This is an optimization exercise on Yosys and OpenROAD, whose aim is small area, a short achievable clock period and few clock cycles per item, not a production implementation.
RTL that was checked went through simulation tests only; none was proved equivalent to the original.
No activity file was given, so power comes from the tool's default toggle rates.

==> flow/design.v <==
module processor(clk, reset, start_pc, max_pc, output_reg_addr,
                 instr_addr, instr, data_addr, data_in,
                 wb_en, wb_addr, wb_data, halted, OUTPUT_REG);
input clk;
input reset;
input [7:0] start_pc;
input [7:0] max_pc;
input [4:0] output_reg_addr;
output [7:0] instr_addr;
input [31:0] instr;
output [4:0] data_addr;
input [7:0] data_in;
output wb_en;
output [4:0] wb_addr;
output [7:0] wb_data;
output reg halted;
output [7:0] OUTPUT_REG;
reg [7:0] rf [1:31];    
reg [7:0] PC;
reg       stop;         
reg       w_valid;      
reg       w_lw;         
reg [4:0] w_rd;
reg [7:0] w_val;
reg [4:0] daddr;        
integer i;
assign instr_addr = PC;
assign data_addr  = daddr;
wire [7:0] w_data = w_lw ? data_in : w_val;
assign wb_en   = w_valid;
assign wb_addr = w_rd;
assign wb_data = w_data;
wire [5:0] op  = instr[31:26];
wire [4:0] rs  = instr[25:21];
wire [4:0] rt  = instr[20:16];
wire [4:0] rd  = instr[15:11];
wire [5:0] fn  = instr[5:0];
wire [7:0] imm = instr[7:0];
wire [4:0] rb = halted ? output_reg_addr : rt;
reg  [7:0] ra_val;
reg  [7:0] rb_val;
always @(*) begin
  ra_val = 8'd0;
  rb_val = 8'd0;
  for (i = 1; i < 32; i = i + 1) begin
    ra_val = ra_val | ({8{rs == i}} & rf[i]);
    rb_val = rb_val | ({8{rb == i}} & rf[i]);
  end
end
assign OUTPUT_REG = rb_val;
wire [7:0] va = (w_valid && w_rd == rs) ? w_data : ra_val;
wire [7:0] vb = (w_valid && w_rd == rt) ? w_data : rb_val;
wire is_r     = (op == 6'h00);
wire is_addu  = is_r & (fn == 6'h21);
wire is_slt   = is_r & (fn == 6'h2a);
wire is_jr    = is_r & (fn == 6'h08);
wire is_addiu = (op == 6'h09);
wire is_beq   = (op == 6'h04);
wire is_bne   = (op == 6'h05);
wire is_jal   = (op == 6'h03);
wire is_lw    = (op == 6'h23);
wire [7:0] pc1   = PC + 8'd1;
wire [7:0] pcimm = PC + imm;
wire       eq    = (va == vb);
wire       taken = (is_beq & eq) | (is_bne & ~eq);
wire [7:0] next_pc = is_jal ? imm :
                     is_jr  ? va :
                     taken  ? pcimm : pc1;
wire ge_pc1 = (pc1 >= max_pc);
wire ge_imm = (imm >= max_pc);
wire ge_va  = (va >= max_pc);
wire ge_br  = (pcimm >= max_pc);
wire halt_next = is_jal ? ge_imm :
                 is_jr  ? ge_va :
                 taken  ? ge_br : ge_pc1;
wire [7:0] sum = va + (is_addiu ? imm : vb);
wire       lt  = $signed(va) < $signed(vb);
wire [7:0] res = is_jal ? pc1 :
                 is_slt ? {7'd0, lt} : sum;
wire [4:0] wa  = is_jal ? 5'd31 : is_r ? rd : rt;
wire       wr  = (is_addu | is_slt | is_addiu | is_lw | is_jal) & (wa != 5'd0);
wire [7:0] rf_d = w_data & {8{~reset}};
always @(posedge clk) begin
  for (i = 1; i < 32; i = i + 1)
    if (reset | (w_valid & (w_rd == i)))
      rf[i] <= rf_d;
end
always @(posedge clk) begin
  w_val <= res;
  w_rd  <= wa;
  w_lw  <= is_lw;
  daddr <= va[4:0] + imm[4:0];
  if (reset) begin
    PC <= start_pc;
    stop <= 1'b0;
    halted <= 1'b0;
    w_valid <= 1'b0;
  end else begin
    halted <= stop;
    w_valid <= ~stop & wr;
    if (!stop) begin
      PC <= next_pc;
      stop <= halt_next;
    end
  end
end
endmodule
==> flow/config.mk <==
export PLATFORM = sky130hd
export DESIGN_NAME = processor
export DESIGN_NICKNAME = processor
export VERILOG_FILES = /design/flow/design.v
export SDC_FILE = /design/flow/constraint.sdc
export NUM_CORES = 4
export LEC_CHECK = 0
export CAP_MARGIN = 20
export CORE_MARGIN = 2
export CORE_UTILIZATION = 40
export SETUP_SLACK_MARGIN = 1.5
export SLEW_MARGIN = 20
==> flow/constraint.sdc <==
create_clock -name core_clock -period 5.5 [get_ports {clk}]
set_input_delay 1.1000 -clock core_clock [delete_from_list [all_inputs] [get_ports {clk}]]
set_output_delay 1.1000 -clock core_clock [all_outputs]
set_load 0.01 [all_outputs]
run.sh (not shown) runs the stock make flow with config.mk's settings and CLKGATE_MAP_FILE= SYNTH_SCRIPT=/design/flow/synth_recipe.tcl, a recipe that flattens the netlist after the stock synthesis.
Change:
- SETUP_SLACK_MARGIN: 1.5 -> not set
The new run finished but failed the layout checks on negative setup slack.
Sequential share of layout area grows by 2.7 points.
Power came out lower by a few percent.
Maximum frequency shrinks by roughly a tenth.
Worst setup slack degrades by 0.74 ns.
Sequential cell count is unchanged.
Register-to-register slack loses 0.50 ns.
Clock-buffer cell count came out lower by 3.
Sequential power stays flat.
Change:
- SETUP_SLACK_MARGIN: not set -> 3
=> The new run went through all stages and came out clean; routed wire length grows by a few percent; total power grows by a few percent; utilization is higher by 6.1 points; via count grows by a little under a tenth; final cell count increases by a few percent; count of clock-buffer cells in the layout is unchanged; synthesized area stays the same; worst setup slack gains 0.76 ns; critical path depth came out higher by 2; worst hold slack gets worse by 0.046 ns.
Function was not checked in any run of this note: the RTL went through the layout flow alone.


processor, a different RTL version from the one above (not shown whole).
Size: ~290 flip-flops, roughly 16000 sq um of cells after synthesis.
export LEC_CHECK = 0
export CAP_MARGIN = 20
export CORE_MARGIN = 2
export CORE_UTILIZATION = 50
export SETUP_SLACK_MARGIN = 1.5
export SLEW_MARGIN = 20
create_clock -name core_clock -period 5.5 [get_ports {clk}]
standard.sh (not shown) runs the stock make flow with config.mk's settings and CLKGATE_MAP_FILE= SYNTH_SCRIPT=/design/flow/synth_recipe.tcl, a recipe that flattens the netlist after the stock synthesis.
==> flow/flow/run.sh <==
#!/bin/bash
# The standard layout (standard.sh: the standard flow's own ORFS flow and synthesis),
# with two changes: the port buffers are inserted as buf_1 cells (resized
# later by the flow's repair steps where timing needs it), and clock tree
# synthesis uses clkbuf_4/clkbuf_8 and inserts no dummy load cells.
set -euo pipefail
export BUFFER_PORTS_ARGS="-buffer_cell sky130_fd_sc_hd__buf_1"
export CTS_ARGS="-sink_clustering_enable -repair_clock_nets -dont_use_dummy_load -buf_list {sky130_fd_sc_hd__clkbuf_4 sky130_fd_sc_hd__clkbuf_8}"
bash standard.sh > standard.log 2>&1
The baseline went through all stages and came out clean.
Testbench counts at the start, summed over its fixed seeds: cycles 8,384, instructions 8,192.
Then changed:
==> flow/run.sh (new file) <==
#!/bin/bash
# synth_recipe.tcl (not shown) runs the flow's synth.tcl, then flattens the netlist and writes it again
# the make line also repeats each setting of config.mk as NAME=value (left out here)
make -C /OpenROAD-flow-scripts/flow DESIGN_CONFIG=/design/flow/config.mk WORK_HOME=/design/flow/orfs CLKGATE_MAP_FILE= SYNTH_SCRIPT=/design/flow/synth_recipe.tcl finish
- CORE_UTILIZATION: 50 -> 40
removed: flow/flow/run.sh
removed: flow/standard.sh
Routed wire length came out higher by 10%.
Die area came out higher by 24%.
Flip-flop and latch count stays the same.
Synthesized cell count is unchanged.
Non-clock buffer count came out higher by 58.
Synthesized area stays the same.
Sequential power came out lower by about 3%.
Critical path depth came out higher by 2.
Then changed:
==> flow/flow/run.sh (new file) <==
#!/bin/bash
# The standard layout (standard.sh: the standard flow's own ORFS flow and synthesis),
# with two changes: the port buffers are inserted as buf_1 cells (resized
# later by the flow's repair steps where timing needs it), and clock tree
# synthesis uses clkbuf_4/clkbuf_8 and inserts no dummy load cells.
set -euo pipefail
export BUFFER_PORTS_ARGS="-buffer_cell sky130_fd_sc_hd__buf_1"
export CTS_ARGS="-sink_clustering_enable -repair_clock_nets -dont_use_dummy_load -buf_list {sky130_fd_sc_hd__clkbuf_4 sky130_fd_sc_hd__clkbuf_8}"
bash standard.sh > standard.log 2>&1
==> flow/standard.sh (new file) <==
#!/bin/bash
# synth_recipe.tcl (not shown) runs the flow's synth.tcl, then flattens the netlist and writes it again
# the make line also repeats each setting of config.mk as NAME=value (left out here)
make -C /OpenROAD-flow-scripts/flow DESIGN_CONFIG=/design/flow/config.mk WORK_HOME=/design/flow/orfs CLKGATE_MAP_FILE= SYNTH_SCRIPT=/design/flow/synth_recipe.tcl "${@:-finish}"
- SETUP_SLACK_MARGIN: 1.5 -> 2.0
removed: flow/run.sh
Result:
- hold slack is better by 0.049 ns
- sequential share of layout area rose by 0.32 points
- via count increases by a few percent
- wire length rises by a few percent
- clock-buffer cell count rose by 16


Starting RTL as in the previous note.
==> flow/design.v (excerpt) <==
module processor(clk, reset, start_pc, max_pc, output_reg_addr,
                 instr_addr, instr, data_addr, data_in,
                 wb_en, wb_addr, wb_data, halted, OUTPUT_REG);
clock: 5.5 ns
lec_check: 0
cap_margin: 20
core_margin: 2
core_utilization: 40
setup_slack_margin: 1.5
slew_margin: 20
==> flow/flow/run.sh <==
#!/bin/bash
# The standard layout (standard.sh: the standard flow's own ORFS flow and synthesis),
# with two changes: the port buffers are inserted as buf_1 cells (resized
# later by the flow's repair steps where timing needs it), and clock tree
# synthesis uses clkbuf_4/clkbuf_8 and inserts no dummy load cells.
set -euo pipefail
export BUFFER_PORTS_ARGS="-buffer_cell sky130_fd_sc_hd__buf_1"
export CTS_ARGS="-sink_clustering_enable -repair_clock_nets -dont_use_dummy_load -buf_list {sky130_fd_sc_hd__clkbuf_4 sky130_fd_sc_hd__clkbuf_8}"
bash standard.sh > standard.log 2>&1
The first run went through all stages and came out clean.
Testbench counts at the start, summed over its fixed seeds: cycles 8,384, instructions 8,192.
Next try:
==> flow/run.sh (new file) <==
#!/bin/bash
# synth_recipe.tcl (not shown) runs the flow's synth.tcl, then flattens the netlist and writes it again
# the make line also repeats each setting of config.mk as NAME=value (left out here)
make -C /OpenROAD-flow-scripts/flow DESIGN_CONFIG=/design/flow/config.mk WORK_HOME=/design/flow/orfs CLKGATE_MAP_FILE= SYNTH_SCRIPT=/design/flow/synth_recipe.tcl finish
--- a/flow/config.mk
+++ b/flow/config.mk
@@ -9,4 +9,4 @@
 export CORE_MARGIN = 2
 export CORE_UTILIZATION = 40
-export SETUP_SLACK_MARGIN = 1.5
+export SETUP_SLACK_MARGIN = 1.0
 export SLEW_MARGIN = 20
removed: flow/flow/run.sh
removed: flow/standard.sh
Result: Count of clock-buffer cells in the layout drops by 15. Worst setup slack loses 0.15 ns. Utilization climbs by 1.8 points. Routed wire length drops by 4.2%. Combinational power barely changes.
Next try:
==> flow/flow/run.sh (new file) <==
#!/bin/bash
# The standard layout (standard.sh: the standard flow's own ORFS flow and synthesis),
# with two changes: the port buffers are inserted as buf_1 cells (resized
# later by the flow's repair steps where timing needs it), and clock tree
# synthesis uses clkbuf_4/clkbuf_8 and inserts no dummy load cells.
set -euo pipefail
export BUFFER_PORTS_ARGS="-buffer_cell sky130_fd_sc_hd__buf_1"
export CTS_ARGS="-sink_clustering_enable -repair_clock_nets -dont_use_dummy_load -buf_list {sky130_fd_sc_hd__clkbuf_4 sky130_fd_sc_hd__clkbuf_8}"
bash standard.sh > standard.log 2>&1
==> flow/standard.sh (new file) <==
#!/bin/bash
# synth_recipe.tcl (not shown) runs the flow's synth.tcl, then flattens the netlist and writes it again
# the make line also repeats each setting of config.mk as NAME=value (left out here)
make -C /OpenROAD-flow-scripts/flow DESIGN_CONFIG=/design/flow/config.mk WORK_HOME=/design/flow/orfs CLKGATE_MAP_FILE= SYNTH_SCRIPT=/design/flow/synth_recipe.tcl "${@:-finish}"
--- a/flow/config.mk
+++ b/flow/config.mk
@@ -8,5 +8,5 @@
 export CAP_MARGIN = 20
 export CORE_MARGIN = 2
-export CORE_UTILIZATION = 40
-export SETUP_SLACK_MARGIN = 1.0
+export CORE_UTILIZATION = 50
+export SETUP_SLACK_MARGIN = 2.0
 export SLEW_MARGIN = 20
removed: flow/run.sh
Total power falls slightly.
Cell count goes down by a few percent.
Clock-buffer cell count rises by 13.
Worst setup slack gains 0.57 ns.
Register-to-register slack gains 0.05 ns.
Routed wire length stays flat.
First-iteration DRC count is higher by about a fifth.
Critical path depth drops by 1.

[static timing again, ports no longer ideal]
No port has a modelled driver above. Below, the same layouts with a new extraction and two added sets of constraints.
Step 1, drivers: a clkbuf_16 drives clk and a buf_2 each remaining input, both assumed.
Step 2 times the ports against the registers' clock, not the clock port: input delays grow and output delays shrink by t, the midpoint of the rising clock arrivals with the driver on.
a / b / c = ideal / step 1 / step 2; a / b = the first two.
| run | t (ns) | setup WS [ns] | hold WS [ns] | clock arrival spread, ns | pins driven straight from the clock port |
|---|---|---|---|---|---|
| the first run of note 1 | 0.655 | 0.734 / 0.680 / 0.173 | 0.492 / 0.492 / 0.492 | 0.049 / 0.049 | 1 |
| the second run of note 1 | 0.655 | -0.005 / -0.057 / -0.565 | 0.476 / 0.476 / 0.476 | 0.018 / 0.019 | 1 |
| the third run of note 1 | 0.663 | 0.759 / 0.701 / 0.109 | 0.429 / 0.429 / 0.429 | 0.019 / 0.018 | 1 |
| the first run of note 2 | 0.617 | 1.378 / 1.356 / 0.775 | 0.626 / 0.626 / 0.626 | 0.059 / 0.059 | 1 |
| the second run of note 2 | 0.658 | 1.360 / 1.360 / 0.702 | 0.612 / 0.612 / 0.612 | 0.032 / 0.032 | 1 |
| the third run of note 2 | 0.712 | 1.636 / 1.590 / 1.194 | 0.660 / 0.637 / 0.660 | 0.043 / 0.044 | 1 |
| the first run of note 3 | 0.732 | 1.256 / 1.289 / 0.556 | 0.615 / 0.607 / 0.615 | 0.054 / 0.055 | 1 |
| the second run of note 3 | 0.653 | 1.102 / 1.078 / 0.622 | 0.614 / 0.614 / 0.614 | 0.038 / 0.038 | 1 |
| the third run of note 3 | 0.626 | 1.673 / 1.603 / 1.228 | 0.572 / 0.572 / 0.572 | 0.069 / 0.070 | 1 |
For the first run of note 3, which loses most, drivers alone change the setup slack by +0.033 ns; drivers and shift together by -0.700 ns.
